Context: an optimization exercise on an open-source flow, tuned for small area, a short achievable clock period and few clock cycles. The choices shown serve that exercise and are no tape-out recipe.
Only simulation tests tie the RTL to the original design; equivalence was not proved.
Power and IR drop assume default switching activity.

[flow/run.sh]
#!/bin/bash
# synth_recipe.tcl (not shown) runs the flow's synth.tcl, then flattens the netlist and writes it again
# the make line also repeats each setting of config.mk as NAME=value (left out here)
make -C /OpenROAD-flow-scripts/flow DESIGN_CONFIG=/design/flow/config.mk WORK_HOME=/design/flow/orfs CLKGATE_MAP_FILE= SYNTH_SCRIPT=/design/flow/synth_recipe.tcl finish
[flow/config.mk]
export PLATFORM = sky130hd
export DESIGN_NAME = rv_pl
export DESIGN_NICKNAME = rv_pl
export VERILOG_FILES = /design/flow/design.v
export SDC_FILE = /design/flow/constraint.sdc
export NUM_CORES = 8
export LEC_CHECK = 0
export CAP_MARGIN = 20
export CORE_MARGIN = 2
export CORE_UTILIZATION = 40
export SLEW_MARGIN = 20
[flow/constraint.sdc]
create_clock -name core_clock -period 10.0 [get_ports {clk}]
set_input_delay 2.0000 -clock core_clock [delete_from_list [all_inputs] [get_ports {clk}]]
set_output_delay 2.0000 -clock core_clock [all_outputs]
set_load 0.01 [all_outputs]
[flow/design.v]
module mux2 #(parameter WIDTH = 8)
             (input  wire [WIDTH-1:0] d0, d1, 
              input  wire             s, 
              output wire [WIDTH-1:0] y);
  assign y = s ? d1 : d0; 
endmodule
module mux3 #(parameter WIDTH = 8)
             (input  wire [WIDTH-1:0] d0, d1, d2,
              input  wire [1:0]       s, 
              output wire [WIDTH-1:0] y);
  assign y = s[1] ? d2 : (s[0] ? d1 : d0); 
endmodule
module flopr #(parameter WIDTH = 8)
              (input                  clk, rst_n,
               input  [WIDTH-1:0]     d, 
               output reg [WIDTH-1:0] q);
  always @(posedge clk, negedge rst_n)
    if (!rst_n) q <= 0;
    else        q <= d;
endmodule
module flopenr #(parameter WIDTH = 8)
               (input                  clk, rst_n, en,
                input  [WIDTH-1:0]     d, 
                output reg [WIDTH-1:0] q);
    always @(posedge clk, negedge rst_n)
        if (!rst_n) q <= 0;
        else if (en) q <= d;
endmodule
module flopclr #(parameter WIDTH = 8)
                (input                  clk, rst_n, clr,
                 input  [WIDTH-1:0]     d, 
                 output reg [WIDTH-1:0] q);
  always @(posedge clk or negedge rst_n)
    if (!rst_n) q <= 0;
    else if (clr) q <= 0;
    else q <= d;
endmodule
module flopenclr #(parameter WIDTH = 8)
                  (input                  clk, rst_n, clr, en, 
                   input      [WIDTH-1:0] d, 
                   output reg [WIDTH-1:0] q);
  always @(posedge clk or negedge rst_n) begin
    if (!rst_n) 
        q <= 0;
    else if (en) begin       
        if (clr) q <= 0;     
        else     q <= d;     
    end
  end
endmodule
module Sign_Extend(Ins, sel_ext, ImmExt);
    input [2:0]  sel_ext;
    input [31:0] Ins;
    output reg [31:0] ImmExt;
    wire [2:0] funct3 = Ins[14:12];
    always@(*) begin
        case(sel_ext)
            3'b000: begin
            if (funct3 == 3'b110 || funct3  == 3'b100|| funct3 == 3'b111) begin
                ImmExt = {20'b0,Ins[31:20]};
            end else begin
                ImmExt = {{20{Ins[31]}}, Ins[31:20]};
                end
            end
            3'b001: ImmExt = {{20{Ins[31]}}, Ins[31:25], Ins[11:7]};
            3'b010: ImmExt = {{19{Ins[31]}}, Ins[31], Ins[7], Ins[30:25], Ins[11:8], 1'b0};
            3'b011: ImmExt = {Ins[31:12], 12'b0};
            3'b100: ImmExt = {{11{Ins[31]}}, Ins[31], Ins[19:12], Ins[20], Ins[30:21], 1'b0};
            default:   ImmExt = 32'b0;
        endcase
    end
endmodule
module ALU(
    input  signed [31:0] A, B,
    input         [3:0]  alu_control,  
    output [31:0]        Result,
    output               Zero
);
   reg [31:0] res;
   always @(*) begin
      case (alu_control)
          4'b0100:         res = A + B;
          4'b0110:         res = A - B; 
          4'b1001:         res = A ^ B;
          4'b1000:          res = A | B;
          4'b0111:         res = A & B;
          4'b0001:      res = A << B[4:0]; 
          4'b0010:      res = A >> B[4:0];  
          4'b0011: res = $signed(A) >>> B[4:0];
          4'b1011: res = (A < B) ? 32'b1 : 32'b0;  
          4'b1010:        res = ($unsigned(A) < $unsigned(B)) ? 32'b1 : 32'b0; 
          4'b1100:      res = B; 
          4'b0000:        res = A;
          default:          res = A;
      endcase
   end 
   assign Result = res;
   assign Zero = (res == 32'b0);  
endmodule
module ALU_Decoder(
    input  [1:0] ALUOp,   
    input  [2:0] funct3,
    input  funct7b5,
    input opb5,
    output reg [3:0] alu_control
);
    wire r_sub;
    assign r_sub = funct7b5 & opb5;
    always @(*) begin
        case (ALUOp)
            2'b00: alu_control = 4'b0100; 
            2'b01: alu_control = 4'b0110;
            2'b10: begin
                case (funct3)
                    3'b000: begin
                        if (r_sub)
                            alu_control = 4'b0110;
                        else
                            alu_control = 4'b0100;
                    end
                    3'b100: alu_control = 4'b1001;
                    3'b110: alu_control = 4'b1000;
                    3'b111: alu_control = 4'b0111;
                    3'b001: alu_control = 4'b0001;
                    3'b101: alu_control = (funct7b5) ? 4'b0011 : 4'b0010;
                    3'b010: alu_control = 4'b1011;
                    3'b011: alu_control = 4'b1010;
                    default: alu_control = 4'b0000;
                endcase
            end
            2'b11: begin
                alu_control = 4'b1100; 
            end
            default: alu_control = 4'b0000;
        endcase
    end
endmodule
module Op_Decoder(
    input      [6:0] Op,
    output reg       RegWrite,
    output reg [2:0] ImmSrc,
    output reg       ALUSrc,
    output reg       MemWrite,
    output reg [1:0] ResultSrc,
    output reg       Branch,
    output reg [1:0] ALUOp,
    output reg       Jump
);
    always @* begin
        RegWrite   = 1'b0;
        ImmSrc     = 3'b000;
        ALUSrc     = 1'b0;
        MemWrite   = 1'b0;
        ResultSrc  = 2'b00;
        ALUOp      = 2'b00;
        Branch     = 1'b0;
        Jump       = 1'b0;
        case (Op)
            7'b0000011: begin 
                RegWrite   = 1'b1;
                ImmSrc     = 3'b000;
                ALUSrc     = 1'b1;
                MemWrite   = 1'b0;
                ResultSrc  = 2'b01;
                ALUOp      = 2'b00;
                Branch     = 1'b0;
                Jump       = 1'b0;
            end
            7'b0100011: begin
                RegWrite   = 1'b0;
                ImmSrc     = 3'b001;
                ALUSrc     = 1'b1;
                MemWrite   = 1'b1;
                ResultSrc  = 2'b00;
                ALUOp      = 2'b00;
                Branch     = 1'b0;
                Jump       = 1'b0;
            end
            7'b0110011: begin  
                RegWrite   = 1'b1;
                ImmSrc     = 3'b000;
                ALUSrc     = 1'b0;
                MemWrite   = 1'b0;
                ResultSrc  = 2'b00;
                ALUOp      = 2'b10;
                Branch     = 1'b0;
                Jump       = 1'b0;
            end
            7'b0010011: begin  
                RegWrite   = 1'b1;
                ImmSrc     = 3'b000;
                ALUSrc     = 1'b1;
                MemWrite   = 1'b0;
                ResultSrc  = 2'b00;
                ALUOp      = 2'b10;
                Branch     = 1'b0;
                Jump       = 1'b0;
            end
            7'b1100011: begin
                RegWrite   = 1'b0;
                ImmSrc     = 3'b010;
                ALUSrc     = 1'b0;
                MemWrite   = 1'b0;
                ResultSrc  = 2'b00;
                ALUOp      = 2'b01;
                Branch     = 1'b1;
                Jump       = 1'b0;
            end
            7'b1101111: begin 
                RegWrite   = 1'b1;
                ImmSrc     = 3'b100;
                ALUSrc     = 1'b0;
                MemWrite   = 1'b0;
                ResultSrc  = 2'b10;
                ALUOp      = 2'b00;
                Branch     = 1'b0;
                Jump       = 1'b1;
            end
            7'b0110111: begin 
                RegWrite   = 1'b1;
                ImmSrc     = 3'b011;
                ALUSrc     = 1'b1;
                MemWrite   = 1'b0;
                ResultSrc  = 2'b00;
                ALUOp      = 2'b11;
                Branch     = 1'b0;
                Jump       = 1'b0;
            end
            default: ;
        endcase
    end
endmodule
module Hazard_Unit(
    input  wire [4:0] D_rf_a1, D_rf_a2,     
    input  wire [4:0] E_rf_a1, E_rf_a2,     
    input  wire [4:0] E_rf_a3, M_rf_a3, W_rf_a3,  
    input  wire       E_pcsrc,         
    input  wire       E_sel_result0,    
    input  wire       M_we_rf,      
    input  wire       W_we_rf,      
    output wire       F_stall,         
    output wire       D_flush,         
    output wire       D_stall,         
    output wire       E_flush,         
    output reg [1:0]  E_fd_A,      
    output reg [1:0]  E_fd_B       
);
    wire lwStall; 
    always @(*) begin
        if (((E_rf_a1 == M_rf_a3) && M_we_rf) && (E_rf_a1 != 0)) 
            E_fd_A = 2'b10;
        else if (((E_rf_a1 == W_rf_a3) && W_we_rf) && (E_rf_a1 != 0)) 
            E_fd_A = 2'b01;
        else 
            E_fd_A = 2'b00;
        if (((E_rf_a2 == M_rf_a3) && M_we_rf) && (E_rf_a2 != 0)) 
            E_fd_B = 2'b10;
        else if (((E_rf_a2 == W_rf_a3) && W_we_rf) && (E_rf_a2 != 0)) 
            E_fd_B = 2'b01;
        else 
            E_fd_B = 2'b00;
    end
    assign lwStall = ((D_rf_a1 == E_rf_a3) || (D_rf_a2 == E_rf_a3)) && E_sel_result0;
    assign F_stall = lwStall;
    assign D_stall = lwStall;
    assign D_flush = E_pcsrc;
    assign E_flush = lwStall || E_pcsrc;
endmodule
module Register_File(
    input  wire        clk,
    input  wire        rst_n,
    input  wire        WE,
    input  wire [31:0] WD,
    input  wire [4:0]  A1, A2, A3,
    output wire [31:0] RD1, RD2
);
    reg [31:0] Register [31:0];
    always @(posedge clk) begin
        if (WE && A3 != 5'd0) begin
            Register[A3] <= WD; 
        end
    end
    assign RD1 = (A1 == 5'd0) ? 32'd0 : 
                 ((WE && (A1 == A3)) ? WD : Register[A1]);
    assign RD2 = (A2 == 5'd0) ? 32'd0 : 
                 ((WE && (A2 == A3)) ? WD : Register[A2]);
endmodule
module Controller(
    input  clk, rst_n,
    input  axi_stall,           
    input  [6:0] op,           
    input  [2:0] funct3,        
    input  [6:0] funct7,      
    input  E_flush,        
    input  ZeroE,        
    output M_we_rf,    
    output W_we_rf,    
    output M_we_dm,    
    output E_pcsrc,        
    output [1:0] E_sel_result,   
    output [1:0] M_sel_result,  
    output [1:0] W_sel_result,   
    output [3:0] E_alu_control,  
    output E_sel_alu_src_b,      
    output [2:0] D_sel_ext,
    output E_we_rf       
);
    wire D_we_rf, D_we_dm, D_jump, D_branch, D_sel_alu_src_b;
    wire [1:0] D_sel_result;
    wire [3:0] D_alu_control;
    wire [1:0] ALUOp;
    Op_Decoder md(
        .Op(op), .RegWrite(D_we_rf), .ImmSrc(D_sel_ext),
        .ALUSrc(D_sel_alu_src_b), .MemWrite(D_we_dm),
        .ResultSrc(D_sel_result), .Branch(D_branch),
        .ALUOp(ALUOp), .Jump(D_jump)
    );
    ALU_Decoder alu_dec(
        .ALUOp(ALUOp), .funct3(funct3),
        .funct7b5(funct7[5]), .opb5(op[5]),
        .alu_control(D_alu_control)
    );
    wire E_we_dm, E_jump, E_branch;
    flopenclr #(1) RWE_reg(clk, rst_n, E_flush, ~axi_stall, D_we_rf, E_we_rf); 
    flopenclr #(2) RSE_reg(clk, rst_n, E_flush, ~axi_stall, D_sel_result, E_sel_result); 
    flopenclr #(1) MWE_reg(clk, rst_n, E_flush, ~axi_stall, D_we_dm, E_we_dm);
    flopenclr #(1) JE_reg(clk, rst_n, E_flush, ~axi_stall, D_jump, E_jump);
    flopenclr #(1) BE_reg(clk, rst_n, E_flush, ~axi_stall, D_branch, E_branch);
    flopenclr #(4) ALUConE_reg(clk, rst_n, E_flush, ~axi_stall, D_alu_control, E_alu_control);
    flopenclr #(1) ASrcE_reg(clk, rst_n, E_flush, ~axi_stall, D_sel_alu_src_b, E_sel_alu_src_b);
    assign E_pcsrc = (E_branch & ZeroE) | E_jump;
    flopenr #(1) RWM_reg(clk, rst_n, ~axi_stall, E_we_rf, M_we_rf);
    flopenr #(2) RSM_reg(clk, rst_n, ~axi_stall, E_sel_result, M_sel_result);
    flopenr #(1) MWM_reg(clk, rst_n, ~axi_stall, E_we_dm, M_we_dm);
    flopenr #(1) RWWB_reg(clk, rst_n, ~axi_stall, M_we_rf, W_we_rf);
    flopenr #(2) RSWB_reg(clk, rst_n, ~axi_stall, M_sel_result, W_sel_result);
endmodule
module Datapath(
    input  wire        clk, rst_n,
    input  wire        axi_stall,   
    output wire [31:0] F_pc,
    input  wire [31:0] F_instr,
    output wire [31:0] D_instr,
    input  wire        E_pcsrc,
    output wire [31:0] M_alu_o,
    output wire [31:0] M_rf_wd,
    input  wire [31:0] M_dm_rd,
    input  wire        W_we_rf,
    input  wire [1:0]  W_sel_result,
    input  wire        E_sel_alu_src_b,
    input  wire [2:0]  D_sel_ext,
    input  wire [3:0]  E_alu_control,
    output wire        ZeroE,
    input  wire        F_stall, D_flush, D_stall, E_flush,
    input  wire [1:0]  E_fd_A, E_fd_B,
    output wire [4:0]  D_rf_a1, D_rf_a2,
    output wire [4:0]  E_rf_a1, E_rf_a2, E_rf_a3, M_rf_a3, W_rf_a3,
    input  wire [31:0] D_rf_rd1, D_rf_rd2,
    output wire [31:0] W_result
);
    wire [31:0] F_PC_P4, E_target_PC, F_pc_next;
    wire [31:0] D_pc, D_PC_P4;
    wire [31:0] D_imm_ext;
    wire [31:0] E_rf_rd1, E_rf_rd2;
    wire [31:0] E_pc, E_imm_ext;
    wire [31:0] E_PC_P4;
    wire [31:0] E_alu_src_a, E_rf_wd_fwd, E_alu_src_b;
    wire [31:0] E_alu_result;
    wire [31:0] M_PC_P4;
    wire [31:0] W_alu_o;
    wire [31:0] W_dm_rd;
    wire [31:0] W_PC_P4;
    mux2 #(32) pcfmux(F_PC_P4, E_target_PC, E_pcsrc, F_pc_next);
    flopenr #(32) pcfflopen(clk, rst_n, ~F_stall & ~axi_stall, F_pc_next, F_pc);
    assign F_PC_P4 = F_pc + 32'd4;
    flopenclr #(32) InstrDflopenclr(clk, rst_n, D_flush, ~D_stall & ~axi_stall, F_instr, D_instr);
    flopenclr #(32) PCDflopenclr(clk, rst_n, D_flush, ~D_stall & ~axi_stall, F_pc, D_pc);
    flopenclr #(32) PCPlus4Dflopenclr(clk, rst_n, D_flush, ~D_stall & ~axi_stall, F_PC_P4, D_PC_P4);
    assign D_rf_a1 = D_instr[19:15];
    assign D_rf_a2 = D_instr[24:20];
    Sign_Extend ext(
        .Ins(D_instr),
        .sel_ext(D_sel_ext),
        .ImmExt(D_imm_ext)
    );
    flopenclr #(32) RD1Eflopclr(clk, rst_n, E_flush, ~axi_stall, D_rf_rd1, E_rf_rd1);
    flopenclr #(32) RD2Eflopclr(clk, rst_n, E_flush, ~axi_stall, D_rf_rd2, E_rf_rd2);
    flopenclr #(32) PCEflopclr(clk, rst_n, E_flush, ~axi_stall, D_pc, E_pc);
    flopenclr #(5)  Rs1Eflopclr(clk, rst_n, E_flush, ~axi_stall, D_rf_a1, E_rf_a1);
    flopenclr #(5)  Rs2Eflopclr(clk, rst_n, E_flush, ~axi_stall, D_rf_a2, E_rf_a2);
    flopenclr #(5)  RdEflopclr(clk, rst_n, E_flush, ~axi_stall, D_instr[11:7], E_rf_a3);
    flopenclr #(32) ImmExtEflopclr(clk, rst_n, E_flush, ~axi_stall, D_imm_ext, E_imm_ext);
    flopenclr #(32) PCPlus4Eflopclr(clk, rst_n, E_flush, ~axi_stall, D_PC_P4, E_PC_P4);
    mux3 #(32) SrcAEMux(E_rf_rd1, W_result, M_alu_o, E_fd_A, E_alu_src_a);
    mux3 #(32) WDEMux(E_rf_rd2, W_result, M_alu_o, E_fd_B, E_rf_wd_fwd);
    mux2 #(32) SrcBEmux(E_rf_wd_fwd, E_imm_ext, E_sel_alu_src_b, E_alu_src_b);
    assign E_target_PC = E_pc + E_imm_ext;
    ALU alu_inst(
        .A(E_alu_src_a),
        .B(E_alu_src_b),
        .alu_control(E_alu_control),
        .Result(E_alu_result),
        .Zero(ZeroE)
    );
    flopenr #(32) ALUReMflop(clk, rst_n, ~axi_stall, E_alu_result, M_alu_o);
    flopenr #(32) WMMflop(clk, rst_n, ~axi_stall, E_rf_wd_fwd, M_rf_wd);
    flopenr #(5)  RdMflop(clk, rst_n, ~axi_stall, E_rf_a3, M_rf_a3);
    flopenr #(32) PCPlus4Mflop(clk, rst_n, ~axi_stall, E_PC_P4, M_PC_P4);
    flopenr #(32) ALUReWBflop(clk, rst_n, ~axi_stall, M_alu_o, W_alu_o);
    flopenr #(32) rdWflop(clk, rst_n, ~axi_stall, M_dm_rd, W_dm_rd);
    flopenr #(5)  RdWflop(clk, rst_n, ~axi_stall, M_rf_a3, W_rf_a3);
    flopenr #(32) PCPlus4Wflop(clk, rst_n, ~axi_stall, M_PC_P4, W_PC_P4);
    mux3 #(32) ResultWMux(W_alu_o, W_dm_rd, W_PC_P4, W_sel_result, W_result);
endmodule
module rv_pl(
    (* X_INTERFACE_INFO = "xilinx.com:signal:clock:1.0 clk CLK" *)
    (* X_INTERFACE_PARAMETER = "ASSOCIATED_BUSIF M_INST_AXI:M_DATA_AXI, ASSOCIATED_RESET rst_n" *)
    input  wire        clk,
    (* X_INTERFACE_INFO = "xilinx.com:signal:reset:1.0 rst_n RST" *)
    (* X_INTERFACE_PARAMETER = "POLARITY ACTIVE_LOW" *)
    input  wire        rst_n,
    (* X_INTERFACE_INFO = "xilinx.com:interface:aximm:1.0 M_INST_AXI ARADDR" *)  output wire [31:0] m_inst_axi_araddr,
    (* X_INTERFACE_INFO = "xilinx.com:interface:aximm:1.0 M_INST_AXI ARVALID" *) output wire        m_inst_axi_arvalid,
    (* X_INTERFACE_INFO = "xilinx.com:interface:aximm:1.0 M_INST_AXI ARREADY" *) input  wire        m_inst_axi_arready,
    (* X_INTERFACE_INFO = "xilinx.com:interface:aximm:1.0 M_INST_AXI RDATA" *)   input  wire [31:0] m_inst_axi_rdata,
    (* X_INTERFACE_INFO = "xilinx.com:interface:aximm:1.0 M_INST_AXI RRESP" *)   input  wire [1:0]  m_inst_axi_rresp,
    (* X_INTERFACE_INFO = "xilinx.com:interface:aximm:1.0 M_INST_AXI RVALID" *)  input  wire        m_inst_axi_rvalid,
    (* X_INTERFACE_INFO = "xilinx.com:interface:aximm:1.0 M_INST_AXI RREADY" *)  output wire        m_inst_axi_rready,
    (* X_INTERFACE_INFO = "xilinx.com:interface:aximm:1.0 M_INST_AXI ARPROT" *)  output wire [2:0]  m_inst_axi_arprot,
    (* X_INTERFACE_INFO = "xilinx.com:interface:aximm:1.0 M_DATA_AXI AWADDR" *)  output wire [31:0] m_data_axi_awaddr,
    (* X_INTERFACE_INFO = "xilinx.com:interface:aximm:1.0 M_DATA_AXI AWVALID" *) output wire        m_data_axi_awvalid,
    (* X_INTERFACE_INFO = "xilinx.com:interface:aximm:1.0 M_DATA_AXI AWREADY" *) input  wire        m_data_axi_awready,
    (* X_INTERFACE_INFO = "xilinx.com:interface:aximm:1.0 M_DATA_AXI WDATA" *)   output wire [31:0] m_data_axi_wdata,
    (* X_INTERFACE_INFO = "xilinx.com:interface:aximm:1.0 M_DATA_AXI WSTRB" *)   output wire [3:0]  m_data_axi_wstrb,
    (* X_INTERFACE_INFO = "xilinx.com:interface:aximm:1.0 M_DATA_AXI WVALID" *)  output wire        m_data_axi_wvalid,
    (* X_INTERFACE_INFO = "xilinx.com:interface:aximm:1.0 M_DATA_AXI WREADY" *)  input  wire        m_data_axi_wready,
    (* X_INTERFACE_INFO = "xilinx.com:interface:aximm:1.0 M_DATA_AXI BRESP" *)   input  wire [1:0]  m_data_axi_bresp,
    (* X_INTERFACE_INFO = "xilinx.com:interface:aximm:1.0 M_DATA_AXI BVALID" *)  input  wire        m_data_axi_bvalid,
    (* X_INTERFACE_INFO = "xilinx.com:interface:aximm:1.0 M_DATA_AXI BREADY" *)  output wire        m_data_axi_bready,
    (* X_INTERFACE_INFO = "xilinx.com:interface:aximm:1.0 M_DATA_AXI ARADDR" *)  output wire [31:0] m_data_axi_araddr,
    (* X_INTERFACE_INFO = "xilinx.com:interface:aximm:1.0 M_DATA_AXI ARVALID" *) output wire        m_data_axi_arvalid,
    (* X_INTERFACE_INFO = "xilinx.com:interface:aximm:1.0 M_DATA_AXI ARREADY" *) input  wire        m_data_axi_arready,
    (* X_INTERFACE_INFO = "xilinx.com:interface:aximm:1.0 M_DATA_AXI RDATA" *)   input  wire [31:0] m_data_axi_rdata,
    (* X_INTERFACE_INFO = "xilinx.com:interface:aximm:1.0 M_DATA_AXI RRESP" *)   input  wire [1:0]  m_data_axi_rresp,
    (* X_INTERFACE_INFO = "xilinx.com:interface:aximm:1.0 M_DATA_AXI RVALID" *)  input  wire        m_data_axi_rvalid,
    (* X_INTERFACE_INFO = "xilinx.com:interface:aximm:1.0 M_DATA_AXI RREADY" *)  output wire        m_data_axi_rready,
    (* X_INTERFACE_INFO = "xilinx.com:interface:aximm:1.0 M_DATA_AXI ARPROT" *)  output wire [2:0]  m_data_axi_arprot,
    (* X_INTERFACE_INFO = "xilinx.com:interface:aximm:1.0 M_DATA_AXI AWPROT" *)  output wire [2:0]  m_data_axi_awprot,
    output reg         done
);
    wire [31:0] F_pc, F_instr, D_instr, D_rf_rd1, D_rf_rd2, W_result, M_alu_o, M_rf_wd, M_dm_rd;
    wire [4:0]  D_rf_a1, D_rf_a2, E_rf_a1, E_rf_a2, E_rf_a3, M_rf_a3, W_rf_a3;
    wire [3:0]  E_alu_control;
    wire [2:0]  D_sel_ext;
    wire [1:0]  E_sel_result, M_sel_result, W_sel_result, E_fd_A, E_fd_B;
    wire        E_pcsrc, E_sel_alu_src_b, E_we_rf, M_we_rf, M_we_dm, W_we_rf, ZeroE;
    wire        F_stall, D_flush, D_stall, E_flush;
    wire axi_stall; 
    localparam IF_REQ   = 2'd0;
    localparam IF_WAIT  = 2'd1;
    localparam IF_DONE  = 2'd2; 
    reg [1:0] if_state;
    reg [31:0] inst_latch; 
    wire data_waiting; 
    always @(posedge clk or negedge rst_n) begin
        if (!rst_n) begin
            if_state   <= IF_REQ;
            inst_latch <= 32'h00000013;  
        end else begin
            case (if_state)
                IF_REQ: begin
                    if (m_inst_axi_arready && !data_waiting) begin
                        if_state <= IF_WAIT;
                    end
                end
                IF_WAIT: begin
                    if (m_inst_axi_rvalid) begin
                        inst_latch <= m_inst_axi_rdata; 
                        if (axi_stall) begin
                            if_state <= IF_DONE;
                        end else begin
                            if_state <= IF_REQ; 
                        end
                    end
                end
                IF_DONE: begin
                    if (!axi_stall) begin
                        if_state <= IF_REQ;
                    end
                end
                default: if_state <= IF_REQ;
            endcase
        end
    end
   assign m_inst_axi_arvalid = rst_n && (if_state == IF_REQ) && !data_waiting;
    assign m_inst_axi_araddr  = F_pc + 32'h4000_0000;  
    assign m_inst_axi_arprot  = 3'b000;
    assign m_inst_axi_rready  = rst_n && (if_state == IF_WAIT);
    wire inst_waiting = (if_state == IF_REQ) || (if_state == IF_WAIT && !m_inst_axi_rvalid);
    assign F_instr = (if_state == IF_WAIT && m_inst_axi_rvalid) ? m_inst_axi_rdata : inst_latch;
    localparam MEM_IDLE  = 3'd0;
    localparam MEM_WADDR = 3'd1;
    localparam MEM_WDATA = 3'd2;
    localparam MEM_WRESP = 3'd3;
    localparam MEM_RADDR = 3'd4;
    localparam MEM_RDATA = 3'd5;
    localparam MEM_DONE  = 3'd6; 
    reg [2:0] mem_state;
    reg [31:0] data_latch;
    wire is_load  = (M_sel_result == 2'b01);
    wire is_store = M_we_dm;
    wire mem_req  = is_load || is_store;
    always @(posedge clk or negedge rst_n) begin
        if (!rst_n) begin
            mem_state  <= MEM_IDLE;
            data_latch <= 32'd0;
        end else begin
            case (mem_state)
                MEM_IDLE: begin
                    if (mem_req) begin
                        mem_state <= is_store ? MEM_WADDR : MEM_RADDR;
                    end
                end
                MEM_WADDR: if (m_data_axi_awready) mem_state <= MEM_WDATA;
                MEM_WDATA: if (m_data_axi_wready)  mem_state <= MEM_WRESP;
                MEM_WRESP: begin
                    if (m_data_axi_bvalid) begin
                        if (axi_stall) mem_state <= MEM_DONE;
                        else mem_state <= MEM_IDLE;
                    end
                end
                MEM_RADDR: if (m_data_axi_arready) mem_state <= MEM_RDATA;
                MEM_RDATA: begin
                    if (m_data_axi_rvalid) begin
                        data_latch <= m_data_axi_rdata;
                        if (axi_stall) mem_state <= MEM_DONE;
                        else mem_state <= MEM_IDLE;
                    end
                end
                MEM_DONE: begin
                    if (!axi_stall) mem_state <= MEM_IDLE;
                end
                default: mem_state <= MEM_IDLE;
            endcase
        end
    end
    assign m_data_axi_awvalid = rst_n && (mem_state == MEM_WADDR);
    assign m_data_axi_awaddr  = M_alu_o;
    assign m_data_axi_awprot  = 3'b000;
    assign m_data_axi_wvalid  = rst_n && (mem_state == MEM_WDATA);
    assign m_data_axi_wdata   = M_rf_wd;
    assign m_data_axi_wstrb   = 4'b1111;
    assign m_data_axi_bready  = rst_n && (mem_state == MEM_WRESP);
    assign m_data_axi_arvalid = rst_n && (mem_state == MEM_RADDR);
    assign m_data_axi_araddr  = M_alu_o;
    assign m_data_axi_arprot  = 3'b000;
    assign m_data_axi_rready  = rst_n && (mem_state == MEM_RDATA);
    assign data_waiting = mem_req && !(mem_state == MEM_DONE || 
                                      (mem_state == MEM_RDATA && m_data_axi_rvalid) || 
                                      (mem_state == MEM_WRESP && m_data_axi_bvalid) );
    assign M_dm_rd = (mem_state == MEM_RDATA && m_data_axi_rvalid) ? m_data_axi_rdata : data_latch;
    assign axi_stall = inst_waiting || data_waiting;
    always @(posedge clk or negedge rst_n) begin
        if (!rst_n) begin
            done <= 1'b0;
        end else if (mem_state == MEM_WRESP && m_data_axi_bvalid) begin
            if (M_alu_o == 32'h42001FFC && M_rf_wd == 32'hDEADBEEF)
                done <= 1'b1;
        end
    end
    Register_File RF (
        .clk(clk),            
        .rst_n(rst_n), 
        .WE(W_we_rf), .A1(D_rf_a1), .A2(D_rf_a2), .A3(W_rf_a3), 
        .WD(W_result), .RD1(D_rf_rd1), .RD2(D_rf_rd2)
    );
    Datapath datapath_inst ( 
        .clk(clk), .rst_n(rst_n), 
        .axi_stall(axi_stall), 
        .F_pc(F_pc), .F_instr(F_instr), .D_instr(D_instr), 
        .D_rf_a1(D_rf_a1), .D_rf_a2(D_rf_a2), .D_sel_ext(D_sel_ext), 
        .E_pcsrc(E_pcsrc), .E_sel_alu_src_b(E_sel_alu_src_b), .E_alu_control(E_alu_control), 
        .E_rf_a1(E_rf_a1), .E_rf_a2(E_rf_a2), .E_rf_a3(E_rf_a3), 
        .E_fd_A(E_fd_A), .E_fd_B(E_fd_B), .ZeroE(ZeroE), 
        .M_alu_o(M_alu_o), .M_rf_wd(M_rf_wd), .M_dm_rd(M_dm_rd), .M_rf_a3(M_rf_a3), 
        .W_we_rf(W_we_rf), .W_sel_result(W_sel_result), .W_rf_a3(W_rf_a3), 
        .D_rf_rd1(D_rf_rd1), .D_rf_rd2(D_rf_rd2), .W_result(W_result), 
        .F_stall(F_stall), .D_flush(D_flush), .D_stall(D_stall), .E_flush(E_flush)
    );
    Controller controller_inst ( 
        .clk(clk), .rst_n(rst_n), 
        .axi_stall(axi_stall), 
        .op(D_instr[6:0]), .funct3(D_instr[14:12]), .funct7(D_instr[31:25]), 
        .D_sel_ext(D_sel_ext), .E_flush(E_flush), .ZeroE(ZeroE), .E_pcsrc(E_pcsrc), 
        .E_sel_result(E_sel_result), .M_sel_result(M_sel_result), 
        .E_alu_control(E_alu_control), .E_sel_alu_src_b(E_sel_alu_src_b), 
        .E_we_rf(E_we_rf), .M_we_rf(M_we_rf), .M_we_dm(M_we_dm), 
        .W_we_rf(W_we_rf), .W_sel_result(W_sel_result)
    );
    Hazard_Unit hazard_inst ( 
        .D_rf_a1(D_rf_a1), .D_rf_a2(D_rf_a2), .E_rf_a1(E_rf_a1), .E_rf_a2(E_rf_a2), 
        .E_rf_a3(E_rf_a3), .E_pcsrc(E_pcsrc), .E_sel_result0(E_sel_result[0]), 
        .M_rf_a3(M_rf_a3), .M_we_rf(M_we_rf), .W_rf_a3(W_rf_a3), .W_we_rf(W_we_rf), 
        .F_stall(F_stall), .D_flush(D_flush), .D_stall(D_stall), .E_flush(E_flush), 
        .E_fd_A(E_fd_A), .E_fd_B(E_fd_B)
    );
endmodule
==> flow_metrics.py <==
metrics = {
    "run_status": {
        "outcome": "timing/DRC/antenna clean",
    },
    "timing": {
        "finalHoldViolCount": 0,
        "maxSlewViolCount": 0,
        "rsz0062_at_grt": "no",
        "finalSetupTns_ps": 0,
        "finalCritPeriodShare_pct": 94.52,
        "fmax_mhz": 105.8,
        "slew_headroom_pct": 12.99,
        "fin_crit_ps": 9452,
        "setup_viol": 0,
        "worst_slew_pin_slew_ps": 1305,
        "whs_ps": 457.8,
        "fin_skew_ps": 69.18,
    },
    "power_and_ir_drop": {
        "leakage_nw": 35.64,
        "cellPowerDensity_nw_per_um2": 347.3,
        "combPwrFrac_pct": 50.1,
        "ir_worst_vdd_mv": 0.2208,
        "switching_share_pct": 43.91,
        "clockPowerShare_pct": 19.6,
        "p_int_mw": 19.08,
        "switching_power_mw": 14.93,
        "seq_power_share_pct": 30.3,
    },
    "clock_network": {
        "root_buffer": "clkbuf_16",
        "cts_sinks": 1613,
        "post_cts_buffers": 0,
        "numCtsBuffers": 174,
        "clk_pin_slew_ps": 60,
        "htree_levels": 4,
        "cts_tree": "yes",
        "ctsHoldBuffers": 0,
        "clock_latency_ps": 860,
        "cts.path.max_buffers": 3,
        "post_cts_resize_count": 0,
    },
    "logic_synthesis": {
        "synthArstFlopShare_pct": 36.52,
        "synth-xor-area-share_pct": 1.242,
        "synthFlopType": "edfxtp_1",
        "yosysTopAreaCellShare_pct": 35.74,
        "yosys-top-cells-area": "edfxtp_1 36%, dfrtp_1 17%, mux4_2 17%",
        "synthMuxAreaShare_pct": 20.16,
        "synth_top_family_by_area": "multiplexers",
        "yosysWarnings": 16,
        "synthSimpleGateAreaFrac_pct": 9.157,
        "synth.avg_cell_area_um2": 12.83,
        "synth_fa_ha_area_share_pct": 2.059,
        "ys_seq_area_share_pct": 52.87,
        "netlist_area_um2": 86050,
        "ys_seq_elements": 1613,
        "syn_inst": 6707,
        "synth_cell_types": 103,
        "yosys.area.top_type": "edfxtp_1",
        "synth-compound-area-share_pct": 10.82,
        "synth_edf_count": 1024,
    },
    "worst_hold_path": {
        "hold_path.startpoint": "datapath_inst.PCPlus4Mflop.q[3]$_DFFE_PN0P_",
        "hp-class": "reg2reg",
        "whs_path_depth": 2,
    },
    "finish": {
        "area_delta_synth_final_pct": 13.82,
        "register_area_um2": 45530,
        "final_common_cell": "edfxtp_1",
        "drive_gt1_share_pct": 20.33,
        "fill_cells": 18960,
        "multi_input_area_um2": 38120,
        "num-nets-final": 7020,
        "final_cell_mix": "1024 x edfxtp_1, 967 x nand2_1, 642 x mux4_2",
    },
    "run": {
        "drv_cap": 0,
    },
    "critical_path": {
        "arrival_ps": 10150,
        "required_ps": 10700,
        "startpoint": "datapath_inst.RdWflop.q[2]$_DFFE_PN0P_",
        "crit_fanout": 25,
        "reg2reg_depth": 29,
        "worst-setup-path-type": "reg2reg",
        "slowest_stage": "dfrtp_1",
        "start_kind": "flip-flop",
        "timing.rr.start": "datapath_inst.RdWflop.q[2]$_DFFE_PN0P_",
        "cp-end-kind": "flip-flop",
        "max_stage_delay_ps": 1000,
    },
    "floorplan": {
        "die_x_um": 467.8,
        "fp.dieH_um": 467.8,
        "coreArea_um2": 214200,
        "row_count": 170,
        "io_pins": 228,
        "initial_core_util_pct": 40.17,
        "die-area_um2": 218800,
    },
    "detailed_routing": {
        "drt_wl_total_um": 325500,
        "drc_errors": 0,
        "firstDrtPassIters": 5,
        "routedWlPerCell_um": 33.28,
        "drt_iter0_markers": 7845,
        "num_vias": 61690,
        "ant_nets": 0,
        "via_per_inst": 6.308,
    },
    "placed_design": {
        "gp_congestion": 1.040,
        "io_buffers": 208,
        "dp_hpwl_um": 220900,
    },
    "global_route": {
        "grt_pass1_wl_um": 459100,
        "grt_pass1_vias": 60260,
        "overflow": 0,
        "grt_use_total_pct": 29.46,
        "antenna_found_initial": 12,
        "grt_max_degree": 190,
    },
}
[kinds of logic after synthesis]
| logic type | Yosys count |
|---|---|
| xor gates and xnor gates | 122 |
| muxes | 921 |
| other | 2 |
| DFF | 1613 |
| and+or+nand+nor | 1796 |
| AOI/OAI and AO/OA | 1385 |
| adders and majority gates | 140 |
| buffers and inverters | 728 |
[through the flow]
step           worst slack [ps]  util, %  power (mW)  area (um^2)  std cells
6_report                  548.0    45.72       34.01        97940       9780
5_1_grt                   324.7    45.72       35.26        97930       9779
4_1_cts                   806.6    45.71       33.71        97910       9777
3_5_place_dp              876.7    42.96       27.03        92020       9463
3_3_place_gp              900.5    42.96       26.95        92010       9462
2_1_floorplan              2317        -       20.22        86210       6750
[metal layers]
layer / vias to the layer above / share of wire, % / global-route usage (%)
met1: 31800 / 40 / 39.69
li1: 25950 / - / -
met3: 709 / 8.5 / 5.267
met4: 8 / 6.1 / 15.31
met5: - / 0.016 / 0
met2: 3223 / 46 / 45.69
[final timing paths]
kind / to / slack, ps
worst max register to register: datapath_inst.pcfflopen.q[14]$_DFFE_PN0P_ / 550
worst min register to register: datapath_inst.PCPlus4Wflop.q[3]$_DFFE_PN0P_ / 460
min in group asynchronous: datapath_inst.PCEflopclr.q[15]$_DFFE_PN0P_ / 1040
worst min-delay path: datapath_inst.PCPlus4Wflop.q[3]$_DFFE_PN0P_ / 460
max in group asynchronous: data_latch[17]$_DFFE_PN0P_ / 6190
worst max-delay path: datapath_inst.pcfflopen.q[14]$_DFFE_PN0P_ / 550
[cell type report]
| type | instances | share of cell area (%) |
|---|---|---|
| timing repair buffer | 482 | 4.488 |
| multi-input combinational | 4409 | 38.92 |
| inverter | 122 | 0.4676 |
| sequential | 1613 | 46.49 |
| tap | 2838 | 3.626 |
| clock buffer | 229 | 4.931 |
| clock inverter | 85 | 1.073 |
| antenna | 2 | 0.005110 |
[critical path: cells and delay by family (launching register included)]
family / cells / cell delay [ps]
compound gates: 10 / 3070
simple gates: 8 / 2470
buf+inv: 6 / 1120
flops: 1 / 1000
mux: 2 / 830
fa+ha+maj: 1 / 470
xor+xnor: 2 / 330
[power groups by stage]
stage	combinational [mW]	sequential [mW]	clock, mW
finish	17.0	10.3	6.65
detailed placement	16.6	10.4	0
global placement	16.6	10.4	0
CTS	16.7	10.3	6.74
floorplan	10.7	9.51	0
global route	17.9	10.4	7.00
[Yosys cell counts, drive strengths merged, types with 14 or more instances]
library cell / instances
or3: 30
xor2: 28
o22ai: 24
o211ai: 53
a22o: 157
a21boi: 18
and3: 31
a31oi: 59
nand2b: 27
o221ai: 20
a22oi: 27
nand3: 114
mux4: 642
edfxtp: 1024
a211o: 21
a211oi: 64
o21ai: 409
a21oi: 222
clkbuf: 366
buf: 240
a2111oi: 14
a21o: 37
nand2: 968
dfrtp: 586
and2: 14
inv: 122
nor2: 325
o31ai: 62
nor4: 32
o21bai: 17
xnor2: 94
ha: 136
o21a: 15
mux2i: 201
nand4: 21
mux2: 78
a221oi: 30
nor3: 141
[sequential cells by signal, indices dropped and copies added (netlist names), 4 cells and up]
name,count
RF.Register,1024
data_latch,32
datapath_inst.ALUReMflop.q,32
datapath_inst.ALUReWBflop.q,32
datapath_inst.ImmExtEflopclr.q,32
datapath_inst.InstrDflopenclr.q,32
datapath_inst.PCPlus4Dflopenclr.q,32
datapath_inst.PCPlus4Eflopclr.q,32
datapath_inst.PCPlus4Mflop.q,32
datapath_inst.PCPlus4Wflop.q,32
datapath_inst.RD1Eflopclr.q,32
datapath_inst.RD2Eflopclr.q,32
datapath_inst.WMMflop.q,32
datapath_inst.pcfflopen.q,32
datapath_inst.rdWflop.q,32
inst_latch,32
datapath_inst.PCDflopenclr.q,30
datapath_inst.PCEflopclr.q,30
datapath_inst.RdEflopclr.q,5
datapath_inst.RdMflop.q,5
datapath_inst.RdWflop.q,5
datapath_inst.Rs1Eflopclr.q,5
datapath_inst.Rs2Eflopclr.q,5
controller_inst.ALUConE_reg.q,4
Testbench counts, summed over its fixed seeds: cycles 441,894.

## separate check: timing with driven ports
The results above use ideal ports. As a check the final layout listed here was re-extracted and re-timed, cells and wires unchanged.
Step 1: set_driving_cell puts a clkbuf_16 on clk and a buf_2 on each other input, an assumption about the parent block.
Step 2, shift: input delay + t, output delay - t, t = (earliest + latest rising clock arrival at the registers) / 2. This alone moves slack from input paths to output paths.
Slacks: no drivers / after step 1 / after step 2; pairs: no drivers / after step 1.
t (ns): 0.905
setup slack, ns: 0.548 / 0.548 / 0.548
hold slack, ns: 0.458 / 0.458 / 0.458
After both steps setup and hold are still met in this run. For this run, drivers alone change the setup slack by 0.000 ns; drivers and shift together by 0.000 ns.
